From an optimization exercise on the open Yosys and OpenROAD flow, aimed at small area, a short achievable clock period and few clock cycles per item; shortcuts taken in it are not production practice.
RTL that was checked went through simulation tests only; none was proved equivalent to the original.
Only the layout flow was run in runs 3 to 6; the RTL was not checked for function there.

==> design/flow/design.v <==
module circ(clk,rst,buttonRight,buttonCenter,buttonLeft,inputMultiplier,inputMultiplicand,segments,anode_active,doneFlag);
    input wire clk;
    input wire rst;
    input wire buttonRight;
    input wire buttonCenter;
    input wire buttonLeft;
    input wire [7:0] inputMultiplier;
    input wire [7:0] inputMultiplicand;
    output reg [6:0] segments;
    output wire [3:0] anode_active;
    output wire doneFlag;
    wire sa = inputMultiplier[7];
    wire sb = inputMultiplicand[7];
    wire [6:0] a = inputMultiplier[6:0] ^ {7{sa}};
    wire [6:0] b = inputMultiplicand[6:0] ^ {7{sb}};
    wire minus = (sa & ~sb & |inputMultiplicand[6:0]) | (sb & ~sa & |inputMultiplier[6:0]);
    wire [48:0] pp;
    genvar gi, gj;
    generate for (gi = 0; gi < 7; gi = gi + 1) begin : g_pp
        for (gj = 0; gj < 7; gj = gj + 1) begin : g_ppj
            assign pp[gi*7+gj] = a[gi] & b[gj];
        end
    end endgenerate
    wire [6:0] ca = b & {7{sa}};
    wire [6:0] cb = a & {7{sb}};
    wire sab = sa & sb;
    wire t1 = pp[4] ^ pp[10];
    wire t2 = pp[4] & pp[10];
    wire t3 = pp[5] ^ pp[11] ^ pp[17];
    wire t4 = (pp[5] & pp[11]) | (pp[5] & pp[17]) | (pp[11] & pp[17]);
    wire t5 = pp[23] ^ pp[29];
    wire t6 = pp[23] & pp[29];
    wire t7 = pp[6] ^ pp[12] ^ pp[18];
    wire t8 = (pp[6] & pp[12]) | (pp[6] & pp[18]) | (pp[12] & pp[18]);
    wire t9 = pp[24] ^ pp[30] ^ pp[36];
    wire t10 = (pp[24] & pp[30]) | (pp[24] & pp[36]) | (pp[30] & pp[36]);
    wire t11 = pp[42] ^ ca[6];
    wire t12 = pp[42] & ca[6];
    wire t13 = pp[13] ^ pp[19] ^ pp[25];
    wire t14 = (pp[13] & pp[19]) | (pp[13] & pp[25]) | (pp[19] & pp[25]);
    wire t15 = pp[31] ^ pp[37];
    wire t16 = pp[31] & pp[37];
    wire t17 = pp[20] ^ pp[26];
    wire t18 = pp[20] & pp[26];
    wire t19 = pp[2] ^ pp[8];
    wire t20 = pp[2] & pp[8];
    wire t21 = pp[3] ^ pp[9] ^ pp[15];
    wire t22 = (pp[3] & pp[9]) | (pp[3] & pp[15]) | (pp[9] & pp[15]);
    wire t23 = pp[21] ^ ca[3];
    wire t24 = pp[21] & ca[3];
    wire t25 = pp[16] ^ pp[22] ^ pp[28];
    wire t26 = (pp[16] & pp[22]) | (pp[16] & pp[28]) | (pp[22] & pp[28]);
    wire t27 = ca[4] ^ cb[4] ^ t1;
    wire t28 = (ca[4] & cb[4]) | (ca[4] & t1) | (cb[4] & t1);
    wire t29 = pp[35] ^ ca[5] ^ cb[5];
    wire t30 = (pp[35] & ca[5]) | (pp[35] & cb[5]) | (ca[5] & cb[5]);
    wire t31 = t3 ^ t5 ^ t2;
    wire t32 = (t3 & t5) | (t3 & t2) | (t5 & t2);
    wire t33 = cb[6] ^ t7 ^ t9;
    wire t34 = (cb[6] & t7) | (cb[6] & t9) | (t7 & t9);
    wire t35 = t11 ^ t4 ^ t6;
    wire t36 = (t11 & t4) | (t11 & t6) | (t4 & t6);
    wire t37 = pp[43] ^ t13 ^ t15;
    wire t38 = (pp[43] & t13) | (pp[43] & t15) | (t13 & t15);
    wire t39 = t8 ^ t10 ^ t12;
    wire t40 = (t8 & t10) | (t8 & t12) | (t10 & t12);
    wire t41 = pp[32] ^ pp[38] ^ pp[44];
    wire t42 = (pp[32] & pp[38]) | (pp[32] & pp[44]) | (pp[38] & pp[44]);
    wire t43 = t17 ^ t14 ^ t16;
    wire t44 = (t17 & t14) | (t17 & t16) | (t14 & t16);
    wire t45 = pp[27] ^ pp[33] ^ pp[39];
    wire t46 = (pp[27] & pp[33]) | (pp[27] & pp[39]) | (pp[33] & pp[39]);
    wire t47 = pp[45] ^ t18;
    wire t48 = pp[45] & t18;
    wire t49 = pp[34] ^ pp[40];
    wire t50 = pp[34] & pp[40];
    wire t51 = pp[0] ^ ca[0];
    wire t52 = pp[0] & ca[0];
    wire t53 = pp[1] ^ pp[7] ^ ca[1];
    wire t54 = (pp[1] & pp[7]) | (pp[1] & ca[1]) | (pp[7] & ca[1]);
    wire t55 = pp[14] ^ ca[2] ^ cb[2];
    wire t56 = (pp[14] & ca[2]) | (pp[14] & cb[2]) | (ca[2] & cb[2]);
    wire t57 = cb[3] ^ t21 ^ t23;
    wire t58 = (cb[3] & t21) | (cb[3] & t23) | (t21 & t23);
    wire t59 = t25 ^ t27 ^ t22;
    wire t60 = (t25 & t27) | (t25 & t22) | (t27 & t22);
    wire t61 = t29 ^ t31 ^ t26;
    wire t62 = (t29 & t31) | (t29 & t26) | (t31 & t26);
    wire t63 = t33 ^ t35 ^ t30;
    wire t64 = (t33 & t35) | (t33 & t30) | (t35 & t30);
    wire t65 = t37 ^ t39 ^ t34;
    wire t66 = (t37 & t39) | (t37 & t34) | (t39 & t34);
    wire t67 = t41 ^ t43 ^ t38;
    wire t68 = (t41 & t43) | (t41 & t38) | (t43 & t38);
    wire t69 = t45 ^ t47 ^ t42;
    wire t70 = (t45 & t47) | (t45 & t42) | (t47 & t42);
    wire t71 = pp[46] ^ t49 ^ t46;
    wire t72 = (pp[46] & t49) | (pp[46] & t46) | (t49 & t46);
    wire t73 = pp[41] ^ pp[47];
    wire t74 = pp[41] & pp[47];
    wire t75 = cb[0] ^ sab;
    wire t76 = cb[0] & sab;
    wire t77 = cb[1] ^ t53 ^ t52;
    wire t78 = (cb[1] & t53) | (cb[1] & t52) | (t53 & t52);
    wire t79 = t19 ^ t55 ^ t54;
    wire t80 = (t19 & t55) | (t19 & t54) | (t55 & t54);
    wire t81 = t20 ^ t57 ^ t56;
    wire t82 = (t20 & t57) | (t20 & t56) | (t57 & t56);
    wire t83 = t24 ^ t59 ^ t58;
    wire t84 = (t24 & t59) | (t24 & t58) | (t59 & t58);
    wire t85 = t28 ^ t61 ^ t60;
    wire t86 = (t28 & t61) | (t28 & t60) | (t61 & t60);
    wire t87 = t32 ^ t63 ^ t62;
    wire t88 = (t32 & t63) | (t32 & t62) | (t63 & t62);
    wire t89 = t36 ^ t65 ^ t64;
    wire t90 = (t36 & t65) | (t36 & t64) | (t65 & t64);
    wire t91 = t40 ^ t67 ^ t66;
    wire t92 = (t40 & t67) | (t40 & t66) | (t67 & t66);
    wire t93 = t44 ^ t69 ^ t68;
    wire t94 = (t44 & t69) | (t44 & t68) | (t69 & t68);
    wire t95 = t48 ^ t71 ^ t70;
    wire t96 = (t48 & t71) | (t48 & t70) | (t71 & t70);
    wire t97 = t50 ^ t73 ^ t72;
    wire t98 = (t50 & t73) | (t50 & t72) | (t73 & t72);
    wire t99 = pp[48] ^ t74;
    wire t100 = pp[48] & t74;
    wire [13:0] ra = {t100, t99, t97, t95, t93, t91, t89, t87, t85, t83, t81, t79, t77, t51};
    wire [13:0] rb = {1'b0, t98, t96, t94, t92, t90, t88, t86, t84, t82, t80, t78, t76, t75};
    wire [14:0] mag = ra + rb;
    reg [14:0] product;
    reg negative;
    reg done;
    reg [1:0] phase;
    reg [1:0] view;
    always @(posedge clk) begin
        if (buttonCenter) begin
            product <= mag;
            negative <= minus;
        end
    end
    always @(posedge clk) done <= ~rst & (done | buttonCenter);
    assign doneFlag = done;
    always @(posedge clk) phase <= rst ? 2'd0 : phase + 2'd1;
    assign anode_active = ~(4'b0001 << phase);
    always @(posedge clk) begin
        if (buttonCenter) view <= 2'd0;
        else case (view)
            2'd0: if (buttonLeft) view <= 2'd1;
            2'd1: if (buttonLeft) view <= 2'd2; else if (buttonRight) view <= 2'd0;
            2'd2: if (buttonRight) view <= 2'd1;
            default: view <= view;
        endcase
    end
    function [3:0] add3;
        input [3:0] x;
        begin
            add3[3] = x[3] | (x[2] & (x[1] | x[0]));
            add3[2] = (x[3] & x[0]) | (x[2] & ~x[1] & ~x[0]);
            add3[1] = (x[1] & (~x[2] | x[0])) | (x[3] & ~x[0]);
            add3[0] = (~x[3] & ~x[2] & x[0]) | (x[2] & x[1] & ~x[0]) | (x[3] & ~x[0]);
        end
    endfunction
    reg [19:0] bcd14;
    integer i, j;
    always @(*) begin
        bcd14 = 20'd0;
        for (i = 13; i >= 0; i = i - 1) begin
            for (j = 0; j < 5; j = j + 1)
                bcd14[4*j +: 4] = add3(bcd14[4*j +: 4]);
            bcd14 = {bcd14[18:0], product[i]};
        end
    end
    wire [19:0] bcd = bcd14 | (product[14] ? 20'h16384 : 20'h0);
    wire [2:0] k = {1'b0, view} + {1'b0, phase};
    reg [3:0] digit;
    always @(*) begin
        case (k)
            3'd0: digit = bcd[3:0];
            3'd1: digit = bcd[7:4];
            3'd2: digit = bcd[11:8];
            3'd3: digit = bcd[15:12];
            default: digit = bcd[19:16];
        endcase
    end
    always @(*) begin
        if (phase == 2'd3) segments = negative ? 7'b1111110 : 7'b1111111;
        else case (digit)
            4'd0: segments = 7'b0000001;
            4'd1: segments = 7'b1001111;
            4'd2: segments = 7'b0010010;
            4'd3: segments = 7'b0000110;
            4'd4: segments = 7'b1001100;
            4'd5: segments = 7'b0100100;
            4'd6: segments = 7'b0100000;
            4'd7: segments = 7'b0001111;
            4'd8: segments = 7'b0000000;
            default: segments = 7'b0000100;
        endcase
    end
endmodule
==> design/flow/run.sh <==
#!/bin/bash
# synth_recipe.tcl (not shown) runs the flow's synth.tcl, then flattens the netlist and writes it again
# the make line also repeats each setting of config.mk as NAME=value (left out here)
make -C /OpenROAD-flow-scripts/flow DESIGN_CONFIG=/design/flow/config.mk WORK_HOME=/design/flow/orfs CLKGATE_MAP_FILE= SYNTH_SCRIPT=/design/flow/synth_recipe.tcl finish
==> design/flow/config.mk <==
export PLATFORM = sky130hd
export DESIGN_NAME = circ
export DESIGN_NICKNAME = circ
export VERILOG_FILES = /design/flow/design.v
export SDC_FILE = /design/flow/constraint.sdc
export NUM_CORES = 4
export LEC_CHECK = 0
export ABC_AREA = 1
export CAP_MARGIN = 20
export CORE_MARGIN = 2
export CORE_UTILIZATION = 70
export SLEW_MARGIN = 20
==> design/flow/constraint.sdc <==
create_clock -name core_clock -period 14.0 [get_ports {clk}]
set_input_delay 2.8000 -clock core_clock [delete_from_list [all_inputs] [get_ports {clk}]]
set_output_delay 2.8000 -clock core_clock [all_outputs]
set_load 0.01 [all_outputs]
==> impl_metrics.tcl, run 1 <==
set metrics [dict create \
    cap_violations 0 \
    cp.required_ns 14.11 \
    postPlaceCellArea_sq_um 5579 \
    synth_top_area_share_pct 15.18 \
    clk_path_buf_depth 2 \
    synth_compound_area_share_pct 9.976 \
    syn_area_sq_um 5142 \
    final-setup-viol-count 0 \
    hp-class "register to register" \
    hold_viol 0 \
    post-cts-setup-buffer-count 0 \
    synth.area.top_cells "fa_1 15%, nand2_1 12%, edfxtp_1 9.3%" \
    r2r_start "view[1]$_SDFFE_PP0P_" \
    num_rows 31 \
    cts.sinks 21 \
    dp_slack_ns 5.666 \
    cts_buffers 3 \
    dpl.hpwl_um 9553 \
    tightest_slew_ns 0.9004 \
    wl_um 11320 \
    clk_pin_slew_ns 0.08 \
    global_route.usage.total_pct 28.65 \
    fin_crit_sh_pct 58.05 \
    crit_start "inputMultiplier[7]" \
    reg2regPathDepth 6 \
    cts_tree "built" \
    htreeDepth 1 \
    synth_top_area_cell "fa_1" \
    outcome "timing/DRC/antenna clean" \
    critical_path_arrival_ns 8.23 \
    finalSetupTns_ns 0 \
    boundaryPins 33 \
    synth_top_family_by_area "simple AND/OR/NAND/NOR gates" \
    dr.pass1.iters 5 \
    synth_nets 866 \
    die_height_um 89.71 \
    ys_seq_area_share_pct 11.29 \
    synthSimpleGateAreaFrac_pct 40.83 \
    viasPerCell 5.475 \
    relSlewSlack_pct 39.79 \
    reg2reg_slack_ns 12.48 \
    synth-seq-cells 21 \
    fill_cells 559 \
    syn_to_final_growth_pct 9.367 \
    yosys_warnings 1 \
    ys.flop_type "edfxtp_1" \
    fin_skew_ns 0.0001938 \
    layout-drive-gt1-share_pct 12.59 \
    avgRoutedWirePerCell_um 12.56 \
    yosysMostFrequentCell "nand2_1" \
    insertedDiodeCount 0 \
    crit_slowest_cell "xnor2_1" \
    dieArea_sq_um 8048 \
    grt_pass1_wl_um 19970 \
    syn_area_per_cell_sq_um 6.696 \
    holdWs_ns 0.4789 \
    core_sq_um 7176 \
    portBuffers 32 \
    synth.area.mux_share_pct 0 \
    worstPathCellList "clkdlybuf4s50_1 -> xnor2_1 -> nor2_1 -> fa_1 -> fa_1 -> inv_1 -> fa_1 -> inv_1 -> fa_1 -> ha_1 -> nand2_1 -> o21ai_0 -> a21oi_1 -> inv_1 -> a21oi_1 -> o21ai_0 -> a21oi_1 -> o21bai_1 -> nand2_1 -> a21boi_0" \
    syn_inst 768 \
    max_freq_mhz 123.1 \
    cts_hold_buf 0 \
    die_w_um 89.71 \
    num_vias 4933 \
    initial_utilization_pct 71.67 \
    maxSlewViolCount 0 \
    clk_root_buffer_cell "clkbuf_8" \
    grt_overflow 0 \
    setup_ws_ns 5.874 \
    drt_iter0_markers 230 \
    antenna_found_initial 0 \
    antenna_left 0 \
    end_kind "register" \
    clkLatencyLatePin_ns 0.26 \
    nets 901 \
    async_flop_share_pct 0 \
    synth.distinct_cells 44 \
    grt_pass1_vias 4896 \
    remaining_drc_errors 0 \
    gp_congestion 0.9098 \
    path_max_fanout 9 \
    synth_xor_area_share_pct 4.428 \
    synth_edf_count 16 \
    synth-adder-area-share_pct 24.43 \
    max_stage_delay_ns 0.73 \
    critPathKind "input pin to register" \
    crit_end "product[14]$_DFFE_PP_" \
    cts-resized-gates 0 \
    cpMostUsedCell "fa_1" \
    grt_max_degree 20 \
    r2r_end "view[1]$_SDFFE_PP0P_" \
    rsz0062_at_grt "false" \
    layout_min_cycle_time_ns 8.126 \
    post-route-cell-area_sq_um 5624 \
    synth_commonest_cells "169 x nand2_1, 113 x inv_1, 105 x nor2_1, 56 x nand3_1, 39 x fa_1" \
    worst_setup_path_start_kind "input pin" \
]
[layout make-up]
type	count	area, sq um	area share, %
Clock buffer	4	45.04	0.8009
Sequential cell	21	580.6	10.32
Multi-Input combinational cell	623	4096	72.84
Inverter	122	457.9	8.142
Tap cell	99	123.9	2.202
Timing Repair Buffer	32	320.3	5.695
[logic make-up (layout without fill, tap and decap cells)]
| group | Yosys count | count (layout) |
|---|---|---|
| buf+inv | 124 | 158 |
| flops | 21 | 21 |
| xor+xnor | 26 | 26 |
| simple gates | 437 | 437 |
| compound gates | 83 | 83 |
| fa+ha+maj | 77 | 77 |
[worst min path at each step]
stage,startpoint,to,slack (ns),depth (start not counted)
6_report,done$_DFF_P_,done$_DFF_P_,0.48,2
5_1_grt,done$_DFF_P_,done$_DFF_P_,0.50,2
4_1_cts,done$_DFF_P_,done$_DFF_P_,0.48,2
3_5_place_dp,done$_DFF_P_,done$_DFF_P_,0.47,2
3_3_place_gp,done$_DFF_P_,done$_DFF_P_,0.45,2
2_1_floorplan,phase[0]$_SDFF_PP0_,phase[0]$_SDFF_PP0_,0.45,1
[flip-flops by register name (all words and copies together), names as in the netlist]
name      flops
product      15
phase         2
view          2
done          1
negative      1
[critical path, delay by kind of cell]
family                   cells  cell delay (ns)
XOR/XNOR                     1             0.73
AND/OR/NAND/NOR              3             0.29
AO/OA/AOI/OAI                7             1.27
buffers and inverters        4             0.78
adder cells (fa/ha/maj)      5             2.36
[metrics by stage]
step | instances | utilization [%]
finish | 901 | 78.38
global route | 901 | 78.38
CTS | 901 | 78.38
detailed placement | 897 | 77.75
global placement | 897 | 77.75
floorplan | 768 | -
[routing by layer]
| layer | vias to the layer above | GRT usage, % | wire length (um) |
|---|---|---|---|
| met5 | - | 0 | 0 |
| met4 | 0 | 7.821 | 240 |
| met3 | 25 | 1.676 | 349 |
| met2 | 106 | 55.18 | 5747 |
| met1 | 2274 | 34.56 | 4978 |
| li1 | 2528 | - | - |
[cell usage in the layout (no fill, tap or decap), types with 12 or more instances in the layout]
cell type          n
a21oi_1           34
nand3_2           12
nand2_1          169
xnor2_1           18
clkdlybuf4s50_1   32
ha_1              38
o21ai_1           14
edfxtp_1          16
fa_1              39
nand3_1           56
nor2_1           105
inv_1            113
nand4_1           17
nand2_2           35
Testbench counts, summed over its fixed seeds: cycles 8,000, items 8,000.
==> run 2: changes to the inputs <==
==> design/flow/flow/run.sh (new file) <==
#!/bin/bash
# Standard layout, with stronger port buffers.
set -euo pipefail
export BUFFER_PORTS_ARGS="-buffer_cell sky130_fd_sc_hd__buf_2"
bash standard.sh > standard_flow.log 2>&1
==> design/flow/standard.sh (new file) <==
#!/bin/bash
# synth_recipe.tcl (not shown) runs the flow's synth.tcl, then flattens the netlist and writes it again
# the make line also repeats each setting of config.mk as NAME=value (left out here)
make -C /OpenROAD-flow-scripts/flow DESIGN_CONFIG=/design/flow/config.mk WORK_HOME=/design/flow/orfs CLKGATE_MAP_FILE= SYNTH_SCRIPT=/design/flow/synth_recipe.tcl "${@:-finish}"
removed: design/flow/run.sh
==> run 2 against run 1 <==
Net effect: still clean on timing, DRC and antenna; utilization is 2.2 points lower; critical path depth stayed put; wire length is 0.34% higher; register-to-register slack hardly changed; via count is 2.1% higher; maximum frequency is 6.9% higher; non-clock buffer count stayed put; first-iteration DRC count is 6.5% higher; synthesized cell count stayed put; sequential share of layout area is 0.30 points higher; clock-buffer cell count stayed put; critical path type unchanged.
==> impl_metrics.tcl, run 2 <==
set metrics [dict create \
    reg_top3 "product x15, phase x2, view x2" \
    async_flop_share_pct 0 \
    synth_top_area_cell "fa_1" \
    avgRoutedWirePerCell_um 12.60 \
    cts-resized-gates 0 \
    r2r_start "view[1]$_SDFFE_PP0P_" \
    syn_inst 768 \
    holdWs_ns 0.4825 \
    synth_top_area_share_pct 15.18 \
    syn_to_final_growth_pct 6.253 \
    clk_root_buffer_cell "clkbuf_8" \
    hp-class "register to register" \
    antenna_found_initial 0 \
    antenna_left 0 \
    gp_congestion 0.8986 \
    grt_pass1_vias 4875 \
    final_cell_mix "169 x nand2_1, 113 x inv_1, 105 x nor2_1" \
    reg2regPathDepth 6 \
    yosys_warnings 1 \
    path_max_fanout 9 \
    synth.distinct_cells 44 \
    dr.pass1.iters 5 \
    post-cts-setup-buffer-count 0 \
    final-setup-viol-count 0 \
    worst_setup_path_start_kind "input pin" \
    fin_skew_ns 0.0007872 \
    holdPathStages 2 \
    num_vias 5037 \
    nets 901 \
    hold_viol 0 \
    final_util_pct 76.15 \
    end_kind "register" \
    cts_hold_buf 0 \
    layout-drive-gt1-share_pct 16.58 \
    drt_iter0_markers 245 \
    critPathKind "input pin to register" \
    dieArea_sq_um 8048 \
    r2r_end "view[1]$_SDFFE_PP0P_" \
    boundaryPins 33 \
    syn_area_sq_um 5142 \
    synth_commonest_cells "169 x nand2_1, 113 x inv_1, 105 x nor2_1, 56 x nand3_1, 39 x fa_1" \
    grt_max_degree 20 \
    min_delay_worst_endpoint "done$_DFF_P_" \
    ys.flop_type "edfxtp_1" \
    outcome "timing/DRC/antenna clean" \
    ys_seq_area_share_pct 11.29 \
    layout_min_cycle_time_ns 7.605 \
    final_common_cell "nand2_1" \
    top_register "product" \
    clk_pin_slew_ns 0.08 \
    die_w_um 89.71 \
    relSlewSlack_pct 45.56 \
    maxSlewViolCount 0 \
    portBuffers 32 \
    cp.required_ns 14.09 \
    clk_path_buf_depth 2 \
    remaining_drc_errors 0 \
    num_rows 31 \
    finalSetupTns_ns 0 \
    initial_utilization_pct 71.67 \
    synth_nets 866 \
    wl_um 11350 \
    cts_buffers 3 \
    grt_pass1_wl_um 20230 \
    cap_violations 0 \
    htreeDepth 1 \
    syn_area_per_cell_sq_um 6.696 \
    yosysMostFrequentCell "nand2_1" \
    synth.area.top_cells "fa_1 15%, nand2_1 12%, edfxtp_1 9.3%" \
    fin_crit_sh_pct 54.32 \
    cts_tree "built" \
    cts.sinks 21 \
    rsz0062_at_grt "false" \
    critical_path_arrival_ns 7.70 \
    clkLatencyLatePin_ns 0.26 \
    global_route.usage.total_pct 29.15 \
    tightest_slew_ns 0.8108 \
    viasPerCell 5.590 \
    min_from "done$_DFF_P_" \
    synth_edf_count 16 \
    reg2reg_slack_ns 12.49 \
    core_sq_um 7176 \
    die_height_um 89.71 \
    synth-seq-cells 21 \
    insertedDiodeCount 0 \
    grt_overflow 0 \
    max_freq_mhz 131.5 \
    dpl.hpwl_um 9572 \
    largest_reg_flops 15 \
]
run 2: cell types whose count changed in the layout (fill, tap and decap cells not counted), sizes merged:
cell           before  now
buf                 0   32
clkdlybuf4s50      32    0
run 2: cell families (layout without fill, tap and decap cells):
kind of cell / after synthesis / in the layout / share of synthesized area, %
flip-flops: 21 / 21 / 11.29
AO/OA/AOI/OAI: 83 / 83 / 9.976
AND/OR/NAND/NOR: 437 / 437 / 40.83
buffers and inverters: 124 / 158 / 9.051
adder cells (fa/ha/maj): 77 / 77 / 24.43
XOR/XNOR: 26 / 26 / 4.428
run 2: worst max-delay path, cell delays in order:
cell      delay [ns]
buf_2           0.17
xnor2_1         0.60
nor2_1          0.14
fa_1            0.49
fa_1            0.54
inv_1           0.05
fa_1            0.50
inv_1           0.05
fa_1            0.46
ha_1            0.36
nand2_1         0.06
o21ai_0         0.27
a21oi_1         0.11
inv_1           0.07
a21oi_1         0.09
o21ai_0         0.34
a21oi_1         0.12
o21bai_1        0.21
nand2_1         0.07
a21boi_0        0.18
run 2: through the flow:
step / cells / area [sq um] / setup WS (ns)
after floorplan: 768 / 5142 / 6.607
after global placement: 897 / 5419 / 6.423
after detailed placement: 897 / 5419 / 6.187
after CTS: 901 / 5464 / 6.450
after global routing: 901 / 5464 / 6.017
final: 901 / 5464 / 6.395
run 2: worst max-delay path by stage:
stage                        from                    end  slack [ns]  cells past startpoint
2_1_floorplan  inputMultiplier[7]  product[13]$_DFFE_PP_        6.61                     18
3_3_place_gp   inputMultiplier[7]  product[14]$_DFFE_PP_        6.42                     20
3_5_place_dp   inputMultiplier[7]  product[14]$_DFFE_PP_        6.19                     20
4_1_cts        inputMultiplier[7]  product[14]$_DFFE_PP_        6.45                     20
5_1_grt        inputMultiplier[7]  product[14]$_DFFE_PP_        6.02                     20
6_report       inputMultiplier[7]  product[14]$_DFFE_PP_        6.40                     20
run 2: layout make-up:
class	instances	area, sq um
fillers	566	1712
well taps	99	123.9
multi-input cells	623	4096
repair buffers	32	160.2
clock buffers	4	45.04
inverters	122	457.9
flip-flops and latches	21	580.6
run 2: routing by layer:
metal	global-route usage (%)	share of wire (%)	vias up
met5	0	0	-
li1	-	-	2522
met1	35.82	44	2362
met2	55.81	51	129
met3	1.174	3.3	24
met4	7.821	2.1	0
==> run 3: changes to the inputs <==
--- a/design/flow/design.v
+++ b/design/flow/design.v
@@ -128,3 +128,56 @@
     wire [13:0] rb = {1'b0, t98, t96, t94, t92, t90, t88, t86, t84, t82, t80, t78, t76, t75};
-    wire [14:0] mag = ra + rb;
+    wire [14:0] mag;
+    wire [13:0] cg0 = ra & rb;
+    wire [13:0] cp0 = ra ^ rb;
+    wire cg1_1 = cg0[1] | (cp0[1] & cg0[0]);
+    wire cp1_1 = cp0[1] & cp0[0];
+    wire cg1_3 = cg0[3] | (cp0[3] & cg0[2]);
+    wire cp1_3 = cp0[3] & cp0[2];
+    wire cg1_5 = cg0[5] | (cp0[5] & cg0[4]);
+    wire cp1_5 = cp0[5] & cp0[4];
+    wire cg1_7 = cg0[7] | (cp0[7] & cg0[6]);
+    wire cp1_7 = cp0[7] & cp0[6];
+    wire cg1_9 = cg0[9] | (cp0[9] & cg0[8]);
+    wire cp1_9 = cp0[9] & cp0[8];
+    wire cg1_11 = cg0[11] | (cp0[11] & cg0[10]);
+    wire cp1_11 = cp0[11] & cp0[10];
+    wire cg1_13 = cg0[13] | (cp0[13] & cg0[12]);
+    wire cp1_13 = cp0[13] & cp0[12];
+    wire cg2_2 = cg0[2] | (cp0[2] & cg1_1);
+    wire cp2_2 = cp0[2] & cp1_1;
+    wire cg2_3 = cg1_3 | (cp1_3 & cg1_1);
+    wire cp2_3 = cp1_3 & cp1_1;
+    wire cg2_6 = cg0[6] | (cp0[6] & cg1_5);
+    wire cp2_6 = cp0[6] & cp1_5;
+    wire cg2_7 = cg1_7 | (cp1_7 & cg1_5);
+    wire cp2_7 = cp1_7 & cp1_5;
+    wire cg2_10 = cg0[10] | (cp0[10] & cg1_9);
+    wire cp2_10 = cp0[10] & cp1_9;
+    wire cg2_11 = cg1_11 | (cp1_11 & cg1_9);
+    wire cp2_11 = cp1_11 & cp1_9;
+    wire cg3_4 = cg0[4] | (cp0[4] & cg2_3);
+    wire cp3_4 = cp0[4] & cp2_3;
+    wire cg3_5 = cg1_5 | (cp1_5 & cg2_3);
+    wire cp3_5 = cp1_5 & cp2_3;
+    wire cg3_6 = cg2_6 | (cp2_6 & cg2_3);
+    wire cp3_6 = cp2_6 & cp2_3;
+    wire cg3_7 = cg2_7 | (cp2_7 & cg2_3);
+    wire cp3_7 = cp2_7 & cp2_3;
+    wire cg3_12 = cg0[12] | (cp0[12] & cg2_11);
+    wire cp3_12 = cp0[12] & cp2_11;
+    wire cg3_13 = cg1_13 | (cp1_13 & cg2_11);
+    wire cp3_13 = cp1_13 & cp2_11;
+    wire cg4_8 = cg0[8] | (cp0[8] & cg3_7);
+    wire cp4_8 = cp0[8] & cp3_7;
+    wire cg4_9 = cg1_9 | (cp1_9 & cg3_7);
+    wire cp4_9 = cp1_9 & cp3_7;
+    wire cg4_10 = cg2_10 | (cp2_10 & cg3_7);
+    wire cp4_10 = cp2_10 & cp3_7;
+    wire cg4_11 = cg2_11 | (cp2_11 & cg3_7);
+    wire cp4_11 = cp2_11 & cp3_7;
+    wire cg4_12 = cg3_12 | (cp3_12 & cg3_7);
+    wire cp4_12 = cp3_12 & cp3_7;
+    wire cg4_13 = cg3_13 | (cp3_13 & cg3_7);
+    wire cp4_13 = cp3_13 & cp3_7;
+    assign mag = {cg4_13, cp0[13] ^ cg4_12, cp0[12] ^ cg4_11, cp0[11] ^ cg4_10, cp0[10] ^ cg4_9, cp0[9] ^ cg4_8, cp0[8] ^ cg3_7, cp0[7] ^ cg3_6, cp0[6] ^ cg3_5, cp0[5] ^ cg3_4, cp0[4] ^ cg2_3, cp0[3] ^ cg2_2, cp0[2] ^ cg1_1, cp0[1] ^ cg0[0], cp0[0]};
     reg [14:0] product;
==> design/flow/flow/run.sh (replaced) <==
#!/bin/bash
# Standard layout with three changes: stronger port buffers, full adders left
# to ABC instead of fixed adder cells, and an ABC mapping script with a real
# delay target (the ORFS area script has none).
set -euo pipefail
cp -r "$FLOW_HOME/scripts" scripts_abc
cat > scripts_abc/abc_area.script <<'EOS'
strash
dc2
dch
map -D 4000
topo
stime -c
buffer -c
upsize -c -D 4000
dnsize -c -D 4000
EOS
export SCRIPTS_DIR="$PWD/scripts_abc"
export ADDER_MAP_FILE=
export BUFFER_PORTS_ARGS="-buffer_cell sky130_fd_sc_hd__buf_2"
bash standard.sh > standard_flow.log 2>&1
==> run 3 against run 2 <==
Net effect: still clean on timing, DRC and antenna; non-clock buffer count did not move; die area shrank 7.2%; area after synthesis down 7.6%; worst hold slack got worse by 0.0046 ns; sequential share of layout area grew 0.91 points; design area decreased by 7.9%; critical path type is now register to output port; critical endpoint is now segments[6]; highest routed layer unchanged.
==> impl_metrics.tcl, run 3 <==
set metrics [dict create \
    grt_max_degree 20 \
    cp.required_ns 11.20 \
    synth_commonest_cells "208 x nand2_1, 144 x nor2_1, 133 x inv_1, 47 x xor2_1" \
    crit_slowest_cell "o311ai_2" \
    clk_path_buf_depth 2 \
    largest_reg_flops 15 \
    async_flop_share_pct 0 \
    synth.distinct_cells 57 \
    relSlewSlack_pct 59.01 \
    nets 913 \
    ys_seq_area_share_pct 12.21 \
    synth_nets 880 \
    layout-drive-gt1-share_pct 14.37 \
    remaining_drc_errors 0 \
    final-setup-viol-count 0 \
    max_freq_mhz 123.7 \
    r2r_end "view[0]$_SDFFE_PP0P_" \
    dieArea_sq_um 7466 \
    grt_pass1_vias 4839 \
    htreeDepth 1 \
    r2r_start "view[0]$_SDFFE_PP0P_" \
    synth.area.top_cells "nand2_1 16%, nor2_1 11%, inv_1 11%" \
    fin_skew_ns 0.001861 \
    instances_no_fill 971 \
    worst-path-buf-inv 6 \
    syn_to_final_growth_pct 5.896 \
    reg2regPathDepth 5 \
    syn_area_per_cell_sq_um 5.534 \
    synth-seq-cells 21 \
    synth_top_area_share_pct 16.43 \
    rsz0062_at_grt "false" \
    hp-class "register to register" \
    wl_um 11450 \
    yosys_warnings 1 \
    synth_top_area_cell "nand2_1" \
    clk_root_buffer_cell "clkbuf_8" \
    global_route.usage.total_pct 30.83 \
    end_kind "output port" \
    holdPathStages 2 \
    num_vias 5419 \
    final_common_cell "nand2_1" \
    hold_viol 0 \
    outcome "timing/DRC/antenna clean" \
    clkLatencyLatePin_ns 0.26 \
    yosysMostFrequentCell "nand2_1" \
    tightest_slew_ns 0.6126 \
    num_rows 30 \
    min_from "done$_DFF_P_" \
    cts_hold_buf 0 \
    critPathKind "register to output port" \
    final_cell_mix "208 x nand2_1, 144 x nor2_1, 133 x inv_1" \
    boundaryPins 33 \
    worst_setup_path_start_kind "register" \
    die_height_um 86.41 \
    clk_pin_slew_ns 0.08 \
    fin_crit_sh_pct 57.75 \
    dr.pass1.iters 5 \
    antenna_left 0 \
    path_delay_family "compound AO/OA/AOI/OAI gates" \
    viasPerCell 5.581 \
    top_register "product" \
    grt_overflow 0 \
    initial_utilization_pct 71.14 \
    dpl.hpwl_um 9820 \
    max_stage_delay_ns 0.47 \
    synth_edf_count 16 \
    reg2reg_slack_ns 12.92 \
    cts_buffers 3 \
    cts_tree "built" \
    core_sq_um 6681 \
    ys.flop_type "edfxtp_1" \
    cts-resized-gates 0 \
    die_w_um 86.41 \
    critical_path_arrival_ns 5.28 \
    grt_pass1_wl_um 19350 \
    min_delay_worst_endpoint "done$_DFF_P_" \
    syn_inst 859 \
    drt_iter0_markers 287 \
    antenna_found_initial 0 \
    cpMostUsedCell "nor2_1" \
    cap_violations 0 \
    post-cts-setup-buffer-count 0 \
    dp.cells 967 \
    path_max_fanout 4 \
    avgRoutedWirePerCell_um 11.79 \
    finalSetupTns_ns 0 \
    maxSlewViolCount 0 \
    layout_min_cycle_time_ns 8.085 \
    cts.sinks 21 \
    reg_top3 "product x15, phase x2, view x2" \
    insertedDiodeCount 0 \
    gp_congestion 0.9502 \
    portBuffers 32 \
    syn_area_sq_um 4753 \
]
==> run 3: worst min-delay path, cell delays in order, from the launching register on <==
cell and delay [ns]:
dfxtp_1 0.32, nor2_1 0.08, nor2_1 0.04
==> run 3: layer usage <==
layer	GRT usage, %	part of all wire [%]	up-vias
met2	60.91	51	177
met5	0	0	-
met1	33.27	41	2386
li1	-	-	2811
met3	2.190	4.3	45
met4	12.78	3.7	0
==> run 3: through the flow <==
stage               hold WS (ns)  setup slack, ns  instance area, sq um  utilization, %
floorplan                 0.4372            6.986                  4753               -
global placement          0.4432            6.632                  4989           74.66
detailed placement        0.4629            6.312                  4989           74.66
CTS                       0.4779            6.008                  5034           75.34
global route              0.5314            5.277                  5034           75.34
finish                    0.4779            5.915                  5034           75.34
==> run 3: cell type report <==
cell class,instances,area (sq um)
timing repair buffer,32,160.2
multi-input combinational,676,3555
fill,577,1648
tap,80,100.1
sequential,21,580.6
inverter,158,593.1
clock buffer,4,45.04
==> run 3: cells by family after synthesis <==
family                 Yosys count  share of synthesized area, %
AND/OR/NAND/NOR                453                         40.70
flip-flops                      21                         12.21
buffers and inverters          162                         13.00
AO/OA/AOI/OAI                  166                         23.59
XOR/XNOR                        57                         10.50
==> run 3: how the worst max path moves through the flow <==
stage / start / endpoint / slack [ns] / cells past startpoint
floorplan: product[13]$_DFFE_PP_ / segments[3] / 6.99 / 32
global placement: inputMultiplicand[7] / product[13]$_DFFE_PP_ / 6.63 / 29
detailed placement: product[11]$_DFFE_PP_ / segments[6] / 6.31 / 29
CTS: product[11]$_DFFE_PP_ / segments[6] / 6.01 / 29
global route: product[13]$_DFFE_PP_ / segments[5] / 5.28 / 37
finish: product[11]$_DFFE_PP_ / segments[6] / 5.92 / 32
==> run 4: changes to the inputs <==
--- a/design/flow/flow/run.sh
+++ b/design/flow/flow/run.sh
@@ -19,2 +19,3 @@
 export ADDER_MAP_FILE=
+export SETUP_SLACK_MARGIN=7
 export BUFFER_PORTS_ARGS="-buffer_cell sky130_fd_sc_hd__buf_2"
==> run 4 against run 3 <==
Net effect: the flow now stops in global routing; area after synthesis stayed put; synthesized cell count stayed put.
==> impl_metrics.tcl, run 4 <==
set metrics [dict create \
    htreeDepth 1 \
    synth_top_area_cell "nand2_1" \
    gp_congestion 0.9502 \
    yosysMostFrequentCell "nand2_1" \
    grt_overflow 877 \
    portBuffers 32 \
    stop_stage "global routing" \
    boundaryPins 33 \
    synth_edf_count 16 \
    synth_commonest_cells "208 x nand2_1, 144 x nor2_1, 133 x inv_1, 47 x xor2_1" \
    global_route.usage.total_pct 103.3 \
    ys.flop_type "edfxtp_1" \
    postPlaceCellArea_sq_um 4989 \
    toolErrorMsg "[ERROR GRT-0232] Routing congestion too high. Check the congestion heatmap in the GUI." \
    clk_path_buf_depth 2 \
    die_w_um 86.41 \
    syn_area_sq_um 4753 \
    endpoint_type "primary output" \
    clk_root_buffer_cell "clkbuf_8" \
    dp.cells 967 \
    synth-seq-cells 21 \
    worst_endpoint "segments[3]" \
    yosys_warnings 1 \
    synth_nets 880 \
    ys_seq_area_share_pct 12.21 \
    num_rows 30 \
    die_height_um 86.41 \
    synth.area.top_cells "nand2_1 16%, nor2_1 11%, inv_1 11%" \
    async_flop_share_pct 0 \
    syn_inst 859 \
    initial_utilization_pct 71.14 \
    grt_max_degree 20 \
    cts_buffers 3 \
    cts.sinks 21 \
    dpl.hpwl_um 9820 \
    synth_top_area_share_pct 16.43 \
    synth.distinct_cells 57 \
    outcome "aborted with a tool error" \
    syn_area_per_cell_sq_um 5.534 \
]
[run 4: per-stage QoR]
stage,setup slack (ns)
4_1_cts,6.209
3_5_place_dp,6.312
3_3_place_gp,6.632
2_1_floorplan,6.986
[run 4: kinds of logic after synthesis]
family	count (synthesis)	synth area share [%]
buffers and inverters	162	13.00
XOR/XNOR	57	10.50
AO/OA/AOI/OAI	166	23.59
AND/OR/NAND/NOR	453	40.70
flip-flops	21	12.21
[run 4: per-layer routing]
layer  global-route usage, %  overflow
met2                   148.0       697
met5                   24.48         0
met4                   119.9       173
met3                   67.05         3
met1                   87.76         4
[run 4: how the worst max path moves through the flow]
stage	slack (ns)	cells after the start	start	endpoint
2_1_floorplan	6.99	32	product[13]$_DFFE_PP_	segments[3]
3_3_place_gp	6.63	29	inputMultiplicand[7]	product[13]$_DFFE_PP_
3_5_place_dp	6.31	29	product[11]$_DFFE_PP_	segments[6]
4_1_cts	6.21	36	product[13]$_DFFE_PP_	segments[6]
[run 4: timing repair]
item,in CTS
hold endpoints to repair,0
pin swaps,23
resized for setup,69
endpoints found under the setup margin,11
buffers inserted,19
hold buffers,0
==> run 5: changes to the inputs <==
--- a/design/flow/flow/run.sh
+++ b/design/flow/flow/run.sh
@@ -19,3 +19,3 @@
 export ADDER_MAP_FILE=
-export SETUP_SLACK_MARGIN=7
+export SETUP_SLACK_MARGIN=6.5
 export BUFFER_PORTS_ARGS="-buffer_cell sky130_fd_sc_hd__buf_2"
==> run 5 against run 4 <==
Net effect: the run again fails in global routing; synthesized cell count unchanged; area after synthesis stayed put.
==> impl_metrics.tcl, run 5 <==
set metrics [dict create \
    synth_top_area_share_pct 16.43 \
    syn_area_per_cell_sq_um 5.534 \
    worst_endpoint "segments[5]" \
    endpoint_type "primary output" \
    gp_congestion 0.9502 \
    toolErrorMsg "[ERROR GRT-0232] Routing congestion too high. Check the congestion heatmap in the GUI." \
    yosysMostFrequentCell "nand2_1" \
    synth_nets 880 \
    cts_buffers 3 \
    ys.flop_type "edfxtp_1" \
    cts.sinks 21 \
    global_route.usage.total_pct 76.67 \
    die_w_um 86.41 \
    portBuffers 32 \
    grt_max_degree 20 \
    synth-seq-cells 21 \
    clk_path_buf_depth 2 \
    syn_inst 859 \
    stop_stage "global routing" \
    num_rows 30 \
    async_flop_share_pct 0 \
    initial_utilization_pct 71.14 \
    synth_edf_count 16 \
    yosys_warnings 1 \
    grt_overflow 9 \
    dpl.hpwl_um 9820 \
    boundaryPins 33 \
    synth.area.top_cells "nand2_1 16%, nor2_1 11%, inv_1 11%" \
    synth_commonest_cells "208 x nand2_1, 144 x nor2_1, 133 x inv_1, 47 x xor2_1" \
    clk_root_buffer_cell "clkbuf_8" \
    outcome "aborted with a tool error" \
    syn_area_sq_um 4753 \
    htreeDepth 1 \
    synth_top_area_cell "nand2_1" \
    ys_seq_area_share_pct 12.21 \
    synth.distinct_cells 57 \
    die_height_um 86.41 \
]
## run 5: cell counts after synthesis
No cell type changed its count.
## run 5: worst max-delay path by stage
stage / startpoint / endpoint / slack [ns] / cells past startpoint
floorplan: product[13]$_DFFE_PP_ / segments[3] / 6.99 / 32
global placement: inputMultiplicand[7] / product[13]$_DFFE_PP_ / 6.63 / 29
detailed placement: product[11]$_DFFE_PP_ / segments[6] / 6.31 / 29
CTS: product[13]$_DFFE_PP_ / segments[6] / 6.21 / 36
## run 5: logic make-up after synthesis
| logic type | Yosys count | share of synthesized area [%] |
|---|---|---|
| AO/OA/AOI/OAI | 166 | 23.59 |
| XOR/XNOR | 57 | 10.50 |
| buffers and inverters | 162 | 13.00 |
| flip-flops | 21 | 12.21 |
| AND/OR/NAND/NOR | 453 | 40.70 |
## run 5: routing by layer
metal | global-route usage [%] | overflow
met2 | 92.66 | 2
met4 | 76.56 | 7
met5 | 39.86 | 0
met3 | 64.10 | 0
met1 | 74.13 | 0
## run 5: what timing repair did
item                                    in CTS
gates resized for setup                     54
hold buffers                                 0
pin swaps                                   21
setup buffers                               13
endpoints found under the setup margin       7
## run 5: stage by stage
| stage | utilization, % | instances | instance area (sq um) | hold WS, ns | setup slack [ns] |
|---|---|---|---|---|---|
| 2_1_floorplan | - | 859 | 4753 | 0.4372 | 6.986 |
| 3_3_place_gp | 74.66 | 967 | 4989 | 0.4432 | 6.632 |
| 4_1_cts | 80.11 | 984 | 5353 | 0.4779 | 6.209 |
| 3_5_place_dp | 74.66 | 967 | 4989 | 0.4629 | 6.312 |
==> run 6: changes to the inputs <==
--- a/design/flow/flow/run.sh
+++ b/design/flow/flow/run.sh
@@ -10,3 +10,3 @@
 dch
-map -D 4000
+map -D 3000
 topo
@@ -14,4 +14,4 @@
 buffer -c
-upsize -c -D 4000
-dnsize -c -D 4000
+upsize -c -D 3000
+dnsize -c -D 3000
 EOS
@@ -19,3 +19,2 @@
 export ADDER_MAP_FILE=
-export SETUP_SLACK_MARGIN=6.5
 export BUFFER_PORTS_ARGS="-buffer_cell sky130_fd_sc_hd__buf_2"
==> run 6 against run 5 <==
Net effect: the run now finishes clean; area after synthesis is 6.9% higher; synthesized cell count is 1.6% higher.
==> impl_metrics.tcl, run 6 <==
set metrics [dict create \
    max_stage_delay_ns 0.44 \
    post-cts-setup-buffer-count 0 \
    die_height_um 89.22 \
    clk_path_buf_depth 2 \
    final_cell_mix "274 x nand2_1, 91 x inv_1, 82 x nor2_1" \
    drt_iter0_markers 364 \
    avgRoutedWirePerCell_um 13.18 \
    end_kind "output port" \
    die_w_um 89.22 \
    insertedDiodeCount 0 \
    synth_top_area_cell "nand2_1" \
    synth_commonest_cells "274 x nand2_1, 91 x inv_1, 82 x nor2_1, 72 x nand3_1, 35 x xor2_1" \
    synth_edf_count 16 \
    clkLatencyLatePin_ns 0.26 \
    htreeDepth 1 \
    final-setup-viol-count 0 \
    postPlaceCellArea_sq_um 5339 \
    critical_path_arrival_ns 5.04 \
    min_delay_worst_endpoint "done$_DFF_P_" \
    rsz0062_at_grt "false" \
    maxSlewViolCount 0 \
    finalSetupTns_ns 0 \
    fin_skew_ns 0.0007006 \
    relSlewSlack_pct 38.10 \
    core_sq_um 7137 \
    grt_overflow 0 \
    cts_tree "built" \
    max_freq_mhz 127.6 \
    reg_top3 "product x15, phase x2, view x2" \
    antenna_left 0 \
    clk_pin_slew_ns 0.07 \
    portBuffers 32 \
    clk_root_buffer_cell "clkbuf_8" \
    num_vias 5999 \
    crit_start "product[13]$_DFFE_PP_" \
    synth_top_area_share_pct 20.23 \
    post-route-cell-area_sq_um 5384 \
    dp.cells 999 \
    r2r_end "view[0]$_SDFFE_PP0P_" \
    cap_violations 0 \
    dr.pass1.iters 5 \
    holdPathStages 2 \
    cts_buffers 3 \
    final_common_cell "nand2_1" \
    cts.sinks 21 \
    ys.flop_type "edfxtp_1" \
    reg2reg_slack_ns 12.91 \
    grt_pass1_wl_um 21840 \
    global_route.usage.total_pct 33.03 \
    antenna_found_initial 0 \
    critPathKind "register to output port" \
    cpMostUsedCell "nand2_1" \
    outcome "timing/DRC/antenna clean" \
    nets 926 \
    tightest_slew_ns 0.9219 \
    boundaryPins 33 \
    viasPerCell 5.981 \
    remaining_drc_errors 0 \
    grt_pass1_vias 5415 \
    grt_max_degree 20 \
    cts-resized-gates 0 \
    num_rows 31 \
    path_max_fanout 5 \
    instances_no_fill 1003 \
    hold_viol 0 \
    gp_congestion 1.025 \
    cp.required_ns 11.20 \
    synth.area.top_cells "nand2_1 20%, edfxtp_1 9.5%, nand3_1 7.1%" \
    fin_crit_sh_pct 56.00 \
    min_from "done$_DFF_P_" \
    crit_slowest_cell "edfxtp_1" \
    synth-seq-cells 21 \
    syn_area_sq_um 5084 \
    ys_seq_area_share_pct 11.42 \
    syn_area_per_cell_sq_um 5.823 \
    top_register "product" \
    wl_um 13220 \
    layout_min_cycle_time_ns 7.839 \
    worst_setup_path_start_kind "register" \
    hp-class "register to register" \
    reg2regPathDepth 5 \
    initial_utilization_pct 71.23 \
    async_flop_share_pct 0 \
    layout-drive-gt1-share_pct 12.83 \
    dpl.hpwl_um 10940 \
    yosys_warnings 1 \
    final_util_pct 75.44 \
    synth.distinct_cells 60 \
    yosysMostFrequentCell "nand2_1" \
    r2r_start "view[0]$_SDFFE_PP0P_" \
    dieArea_sq_um 7960 \
    syn_inst 873 \
    largest_reg_flops 15 \
    synth_nets 894 \
    cts_hold_buf 0 \
    syn_to_final_growth_pct 5.907 \
]
==> run 6: cell types whose count changed after synthesis, sizes merged, moves of 5 or more <==
cell,delta
a22oi,+9
or2,-12
a31oi,-5
inv,-60
nand4,+18
xnor2,+16
o21a,+6
nor3,-6
nand2,+66
nor2,-66
and2,+7
nand3,+41
xor2,-10
==> run 6: final cells by class <==
class	count	area, sq um
Clock buffer	4	45.04
Tap cell	99	123.9
Multi-Input combinational cell	750	4110
Inverter	97	364.1
Fill cell	614	1753
Timing Repair Buffer	32	160.2
Sequential cell	21	580.6
==> run 6: worst max path at each step <==
stage | slack, ns | to
floorplan | 7.32 | segments[5]
global placement | 6.90 | segments[3]
detailed placement | 6.60 | segments[0]
CTS | 6.31 | segments[0]
global route | 5.62 | segments[0]
finish | 6.16 | segments[0]
==> run 6: stage by stage <==
step | setup WS (ns) | hold slack, ns
after floorplan | 7.316 | 0.4372
after global placement | 6.901 | 0.4434
after detailed placement | 6.604 | 0.4574
after CTS | 6.308 | 0.4729
after global routing | 5.624 | 0.5049
final | 6.161 | 0.4709
==> run 6: cells by family (layout without fill, tap and decap cells) <==
group | count (synthesis) | count (layout) | share of synthesized area, %
AND/OR/NAND/NOR | 509 | 509 | 44.40
buffers and inverters | 102 | 133 | 7.728
XOR/XNOR | 63 | 63 | 11.15
flip-flops | 21 | 21 | 11.42
AO/OA/AOI/OAI | 178 | 178 | 25.30
==> run 6: layer usage <==
layer / part of all wire [%] / vias to the layer above / GRT usage (%) / wire length, um
met4: 3.0 / 0 / 14.52 / 393
met1: 40 / 2712 / 36.66 / 5338
li1: - / 3005 / - / -
met5: 0 / - / 0 / 0
met2: 52 / 233 / 63.57 / 6873
met3: 4.6 / 49 / 2.493 / 610
==> run 6: worst max-delay path, delay by kind of cell (launching register included) <==
| family | cells | cell delay (ns) |
|---|---|---|
| AO/OA/AOI/OAI | 11 | 1.76 |
| AND/OR/NAND/NOR | 16 | 2.32 |
| flip-flops | 1 | 0.44 |
| buffers and inverters | 2 | 0.26 |

[separate check: timing with driven ports]
How much do the figures lean on ideal ports? The routed layouts below were timed once more, with nothing changed but the port constraints. Step 1, drivers: a clkbuf_16 drives clk and a buf_2 each remaining input, both assumed. Step 2 times the ports against the registers' clock, not the clock port: input delays grow and output delays shrink by t, the midpoint of the rising clock arrivals with the driver on. Slacks: no drivers / after step 1 / after step 2; pairs: no drivers / after step 1.
run	shift t [ns]	setup slack, ns	latest minus earliest clock arrival (ns)
run 1	0.287	5.874 / 5.879 / 5.592	0.010 / 0.010
run 2	0.285	6.395 / 6.405 / 6.120	0.005 / 0.005
run 3	0.283	5.915 / 5.889 / 6.172	0.012 / 0.011
run 6	0.282	6.161 / 6.136 / 6.418	0.004 / 0.004
After both steps setup and hold are still met in every run listed. For run 1, which loses most, drivers alone change the setup slack by +0.005 ns; drivers and shift together by -0.282 ns.
